This design comes from an exercise in tuning for small area and a short achievable clock period on the open sky130 flow, not from production work. The RTL was checked by simulation tests, not by an equivalence proof against the original design. Power and IR drop assume default switching activity.

===== flow/config.mk =====
export PLATFORM = sky130hd
export DESIGN_NAME = classical_ctrl
export DESIGN_NICKNAME = classical_ctrl
export VERILOG_FILES = /design/flow/design.v
export SDC_FILE = /design/flow/constraint.sdc
export NUM_CORES = 4
export LEC_CHECK = 0
export CAP_MARGIN = 20
export CORE_MARGIN = 2
export CORE_UTILIZATION = 40
export PLACE_DENSITY = 0.6
export SETUP_SLACK_MARGIN = 0.4
export SLEW_MARGIN = 20

===== flow/constraint.sdc =====
create_clock -name core_clock -period 10.0 [get_ports {clk}]
set_input_delay 2.0000 -clock core_clock [delete_from_list [all_inputs] [get_ports {clk}]]
set_output_delay 2.0000 -clock core_clock [all_outputs]
set_load 0.01 [all_outputs]

===== flow/design.v =====
module classical_ctrl(
    input  logic        clk,
    input  logic        rst,
    input  logic [31:0] i_q_measurement,
    output logic        q_time_write,
    output logic        q_time_sel,
    output logic [1:0]  q_reg_write,
    output logic        q_slm,
    output logic        q_rot,
    output logic [31:0] q_inst,
    output logic [31:0] q_time_reg,
    output logic [4:0]  meas_rd_addr,
    output logic        pram_en,
    output logic        pram_rd_en,
    output logic [10:0] pram_addr,
    input  logic [31:0] instruction,
    output logic        dram_en,
    output logic        dram_rd_en,
    output logic        dram_wr_en,
    output logic [10:0] dram_addr,
    output logic [31:0] dram_din,
    input  logic [31:0] data_read,
    input  logic [31:0] start_sig,
    output logic [31:0] end_sig
);
    logic [6:0] op;
    logic [4:0] rd, rs1, rs2, rsb;
    assign op  = instruction[6:0];
    assign rd  = instruction[11:7];
    assign rs1 = instruction[19:15];
    assign rs2 = instruction[24:20];
    logic is_ldi, is_ldui, is_or, is_xor, is_and, is_not, is_add, is_sub;
    logic is_ld, is_st, is_cmp, is_fbr, is_fmr, is_br, is_jump, is_stop;
    logic is_qwait, is_qwaitr, is_smso, is_smsol, is_sito, is_sitol, is_rot;
    assign is_ldi    = (op == 7'b0101100);
    assign is_ldui   = (op == 7'b0010111);
    assign is_or     = (op == 7'b0011000);
    assign is_xor    = (op == 7'b0011001);
    assign is_and    = (op == 7'b0011010);
    assign is_not    = (op == 7'b0011011);
    assign is_add    = (op == 7'b0011110);
    assign is_sub    = (op == 7'b0011111);
    assign is_ld     = (op == 7'b0001001);
    assign is_st     = (op == 7'b0001010);
    assign is_cmp    = (op == 7'b0001101);
    assign is_fbr    = (op == 7'b0010100);
    assign is_fmr    = (op == 7'b0010101);
    assign is_br     = (op == 7'b0000001);
    assign is_jump   = (op == 7'b0000010);
    assign is_stop   = (op == 7'b0001000);
    assign is_qwait  = (op == 7'b1000000);
    assign is_qwaitr = (op == 7'b1000010);
    assign is_smso   = (op == 7'b1001000);
    assign is_smsol  = (op == 7'b1001010);
    assign is_sito   = (op == 7'b1001100);
    assign is_sitol  = (op == 7'b1001011);
    assign is_rot    = (op == 7'b1010011) || (op == 7'b1010100) || (op == 7'b1010101);
    assign rsb = is_ldui ? instruction[16:12] : rs2;
    logic [31:0] regs [1:31];
    logic [31:0] rdata_a, rdata_b;
    logic [31:0] wdata;
    logic        wen;
    always_comb begin
        rdata_a = 32'b0;
        rdata_b = 32'b0;
        for (int i = 1; i < 32; i++) begin
            rdata_a = rdata_a | (regs[i] & {32{rs1 == i[4:0]}});
            rdata_b = rdata_b | (regs[i] & {32{rsb == i[4:0]}});
        end
    end
    logic [31:0] wdata_r;
    assign wdata_r = rst ? 32'b0 : wdata;
    for (genvar i = 1; i < 32; i++) begin : g_reg
        always_ff @(posedge clk) begin
            if (rst || (wen && rd == i)) regs[i] <= wdata_r;
        end
    end
    logic        sub;
    logic [32:0] sum;
    assign sub = is_sub | is_cmp;
    assign sum = {1'b0, rdata_a} + {1'b0, rdata_b ^ {32{sub}}} + {32'b0, sub};
    logic lt_u, lt_s, eq;
    assign lt_u = ~sum[32];
    assign lt_s = (rdata_a[31] ^ rdata_b[31]) ? rdata_a[31] : sum[31];
    assign eq   = (rdata_a == rdata_b);
    logic f_v, f_lts, f_ltu, f_eq;
    always_ff @(posedge clk) begin
        if (rst) begin
            f_v <= 1'b0; f_lts <= 1'b0; f_ltu <= 1'b0; f_eq <= 1'b0;
        end else if (is_cmp) begin
            f_v <= 1'b1; f_lts <= lt_s; f_ltu <= lt_u; f_eq <= eq;
        end
    end
    logic [11:0] flags;
    always_comb begin
        flags[0]  = f_v & ~f_lts & ~f_eq;
        flags[1]  = f_v & (f_lts | f_eq);
        flags[2]  = f_v & (~f_lts | f_eq);
        flags[3]  = f_v & f_lts & ~f_eq;
        flags[4]  = f_v & ~f_ltu & ~f_eq;
        flags[5]  = f_v & (f_ltu | f_eq);
        flags[6]  = f_v & (~f_ltu | f_eq);
        flags[7]  = f_v & f_ltu & ~f_eq;
        flags[8]  = f_v & ~f_eq;
        flags[9]  = f_v & f_eq;
        flags[10] = 1'b0;
        flags[11] = 1'b1;
    end
    assign wen = is_ldi | is_ldui | is_or | is_xor | is_and | is_not |
                 is_add | is_sub | is_ld | is_fbr | is_fmr;
    always_comb begin
        wdata = ({32{is_ldi}}  & {{12{instruction[31]}}, instruction[31:12]})
              | ({32{is_ldui}} & {instruction[31:17], rdata_b[16:0]})
              | ({32{is_or}}   & (rdata_a | rdata_b))
              | ({32{is_xor}}  & (rdata_a ^ rdata_b))
              | ({32{is_and}}  & (rdata_a & rdata_b))
              | ({32{is_not}}  & ~rdata_b)
              | ({32{is_add | is_sub}} & sum[31:0])
              | ({32{is_ld}}   & data_read)
              | ({32{is_fbr}}  & {20'b0, flags})
              | ({32{is_fmr}}  & i_q_measurement);
    end
    logic        e_reg;
    logic [10:0] pc;
    always_ff @(posedge clk) begin
        if (rst)          e_reg <= 1'b0;
        else if (is_stop) e_reg <= 1'b1;
    end
    logic        taken;
    logic [10:0] br_off, target;
    assign taken  = is_jump | (is_br & (rd < 5'd12) & flags[rd[3:0]]);
    assign br_off = is_jump ? instruction[17:7] : instruction[22:12];
    assign target = taken ? (pc + br_off) : (pc + 11'd1);
    always_ff @(posedge clk) begin
        if (rst)               pc <= 11'b0;
        else if (start_sig[0]) pc <= target;
    end
    logic run;
    assign run = start_sig[0] & ~e_reg;
    assign pram_en    = run;
    assign pram_rd_en = run;
    assign pram_addr  = target;
    assign dram_en    = run;
    assign dram_rd_en = run;
    assign dram_wr_en = is_st;
    assign dram_addr  = rdata_a[10:0] + (is_st ? {instruction[30:25], instruction[11:7]}
                                               : instruction[30:20]);
    assign dram_din   = rdata_b;
    assign end_sig    = {31'b0, e_reg};
    assign q_inst       = instruction;
    assign meas_rd_addr = {2'b0, instruction[13:11]};
    assign q_time_write = is_qwait | is_qwaitr;
    assign q_time_sel   = is_qwaitr;
    assign q_time_reg   = is_qwaitr ? rdata_a : 32'b0;
    assign q_reg_write  = {is_sito | is_sitol, is_smso | is_smsol | is_rot};
    assign q_slm        = is_smso;
    assign q_rot        = is_rot;
endmodule

===== flow/run.sh =====
#!/bin/bash
# synth_recipe.tcl (not shown) runs the flow's synth.tcl, then flattens the netlist and writes it again
# the make line also repeats each setting of config.mk as NAME=value (left out here)
make -C /OpenROAD-flow-scripts/flow DESIGN_CONFIG=/design/flow/config.mk WORK_HOME=/design/flow/orfs CLKGATE_MAP_FILE= SYNTH_SCRIPT=/design/flow/synth_recipe.tcl finish

==> run notes <==
==> critical path, cell delays in order <==
cell	delay, ns
clkdlybuf4s50_1	0.67
or3b_2	0.64
nor2_4	0.56
a22oi_1	0.21
and3_1	0.22
nand4_1	0.06
or3_1	0.39
inv_1	0.19
fa_1	0.43
inv_1	0.07
a21oi_1	0.06
o21ai_0	0.20
and2_1	0.17
o21ai_0	0.08
nand2b_1	0.12
a21oi_1	0.12
o21bai_1	0.24
a21o_1	0.15
a21oi_1	0.07
xnor2_1	0.15
clkdlybuf4s50_1	0.55
==> timing repair <==
item | in CTS | in global routing
resized for setup | 0 | 0
setup buffers | 0 | 4
endpoints found under the setup margin | 0 | 1
==> Yosys cell counts, types with 21 or more instances <==
cell / n / area (µm²)
a22o_1: 228 / 1997
nor3_1: 32 / 160.2
and3_1: 21 / 131.4
a21o_1: 23 / 172.7
a21oi_1: 92 / 460.4
mux2i_1: 35 / 350.3
nand4_1: 99 / 619.3
ha_1: 115 / 1439
inv_1: 101 / 379.1
edfxtp_1: 992 / 29790
xnor2_1: 59 / 516.8
nor2_1: 165 / 619.3
clkbuf_1: 191 / 716.9
buf_1: 27 / 101.4
nand3_1: 158 / 790.8
o21ai_0: 80 / 400.4
a22oi_1: 387 / 2905
a221oi_1: 233 / 2041
a222oi_1: 135 / 1351
nand2_1: 114 / 427.9
or3_1: 29 / 181.4
buf_2: 57 / 285.3
buf_4: 80 / 600.6
==> path summary, 6_finish.rpt <==
kind                                      end
worst max-delay path            dram_addr[10]
worst min-delay path                    pc[1]
worst max register to register   regs[11][30]
worst min register to register          pc[1]
==> cell families after synthesis <==
kind of cell | count (synthesis) | share of synthesized area
buffers and inverters | 463 | 0.04325
and+or+nand+nor | 771 | 0.08200
muxes | 43 | 0.009358
other | 1 | 0.00007580
AOI/OAI and AO/OA | 1326 | 0.2136
DFF | 1008 | 0.6086
adders and majority gates | 118 | 0.03030
xor gates and xnor gates | 72 | 0.01275
==> through the flow <==
| step | cells | worst slack (ns) | util |
|---|---|---|---|
| floorplan | 3834 | 1.855 | - |
| global placement | 5624 | 0.4827 | 0.4503 |
| detailed placement | 5625 | 0.4783 | 0.4505 |
| CTS | 5810 | 0.5445 | 0.4780 |
| global route | 5816 | 0.4038 | 0.4785 |
| finish | 5822 | 0.6434 | 0.4786 |
==> cell type report <==
class / count / area share
flip-flops and latches: 1008 / 0.5108
multi-input cells: 2363 / 0.3124
repair buffers: 518 / 0.07765
clock buffers: 122 / 0.04566
well taps: 1637 / 0.03475
clock inverters: 63 / 0.01174
inverters: 104 / 0.006645
diodes: 7 / 0.0002972
==> report_power, final <==
part / internal, W / switching [W] / total (W) / leakage (nW)
clock network: 0.00228 / 0.00171 / 0.00399 / 1.64
registers: 0.00487 / 0.000143 / 0.00502 / 10.4
logic: 0.000489 / 0.00112 / 0.00161 / 8.78
total: 0.00764 / 0.00297 / 0.0106 / 20.8
==> per-layer routing <==
metal	share of wire	up-vias	global-route usage
li1	-	16370	-
met3	0.19	1453	0.2003
met4	0.088	24	0.2631
met5	0.00079	-	0.002264
met2	0.40	5258	0.5660
met1	0.33	21520	0.4732
==> flow_metrics.tcl <==
set metrics [dict create \
    io_buffers 231 \
    required_ns 8.00 \
    track_usage 0.3985 \
    clk-insertion-delay-late_ns 0.72 \
    gp_congestion 1.011 \
    ios 296 \
    synthCells 3802 \
    min_period_over_period 0.9357 \
    clock_skew_ns 0.04902 \
    clock_path_buffers 3 \
    routed_wl_um 261000 \
    grt_antenna_before_repair 11 \
    ys_seq_area_frac 0.6086 \
    endpoint_kind "output port" \
    placed_area_mm2 0.05549 \
    max-vdd-ir-drop_uv 129.4 \
    dr.pass1.iters 13 \
    ys.flop_type "edfxtp_1" \
    r2r_slack_ns 3.74 \
    syn2layout_area_growth_pct 19.14 \
    top_regs "regs: 992 flops, pc: 11 flops" \
    route.detailed.drc 0 \
    largest_reg_flops 992 \
    num_vias 44620 \
    synthesis.area_per_instance_um2 13.01 \
    p_total_w 0.01061 \
    drive_above_1_share 0.1460 \
    ys_async_sr_fraction 0 \
    grt_max_degree 47 \
    slew_headroom 0.1561 \
    die_area_mm2 0.1265 \
    rsz0062_at_grt "false" \
    maxSlewViolCount 0 \
    overflow 0 \
    htree_levels 3 \
    critPathMaxFanout 10 \
    vias_per_cell 7.664 \
    status "timing/DRC/antenna clean" \
    synth_cell_types 102 \
    core-area_mm2 0.1232 \
    cts_made_buffers 101 \
    top_register "regs" \
    max_cap_violations 0 \
    crit_type "in -> out" \
    leakagePower_nw 20.79 \
    final_area_mm2 0.05894 \
    die_h_um 355.7 \
    setup_viol 0 \
    mostFrequentLayoutCell "edfxtp_1" \
    ctsHoldBuffers 0 \
    critPathLaunchType "input port" \
    hpwl_um 159000 \
    cts_tree "yes" \
    hold_ws_ns 0.5084 \
    initial_utilization 0.4017 \
    holdPathStages 2 \
    clk_pin_slew_ns 0.07 \
    multiInputGateArea_mm2 0.01841 \
    hold_start "pc[1]" \
    fp.dieW_um 355.7 \
    avgRoutedWirePerCell_um 44.83 \
    r2r_cells 21 \
    startpoint "instruction[19]" \
    clock_sinks 1008 \
    grt_pass1_wl_um 346100 \
    grt_pass1_vias 40920 \
    worst-endpoint-arrival_ns 7.36 \
    yosys_register_bits 1008 \
    drt_iter0_drc 10750 \
    postRouteAntennaNets 0 \
    synth-edff-count 992 \
    root_buffer "clkbuf_16" \
    max_freq_mhz 106.9 \
    num_rows 129 \
    fillers 10780 \
    syn-cell-area_mm2 0.04947 \
    tns_ns 0 \
    min_path_type "reg -> reg" \
    yosys_warnings 2 \
    hold_viol 0 \
    fin_nets 4344 \
    rr_startpoint "regs[13][0]" \
    powerDensity_mw_per_mm2 180.1 \
    worst_pin_slew_ns 1.261 \
    mostFrequentLayoutCells "992 x edfxtp_1, 387 x a22oi_1, 278 x buf_4" \
    seqCellArea_mm2 0.03011 \
    period_needed_ns 9.357 \
]

[separate check: timing with driven ports]
No port has a modelled driver above. Below, the same layout with a new extraction and two added sets of constraints. Step 1 assumes that a clkbuf_16 drives the clock port and a buf_2 every other input. Step 2 adds t to the input delays and takes it off the output delays; t is the mean of the earliest and latest rising clock arrival at the registers after step 1. Input paths then give back, and output paths get back, about the clock's delay inside the block. a / b / c = ideal / step 1 / step 2; a / b = the first two.
shift t [ns]: 0.776
setup slack, ns: 0.643 / 0.615 / 0.459
worst data-port slew with drivers (ns): 0.12
pins driven straight from the clock port: 1
After both steps this run still meets setup and hold. The setup slack of this run moves by -0.028 ns with the drivers and by -0.184 ns with both steps.
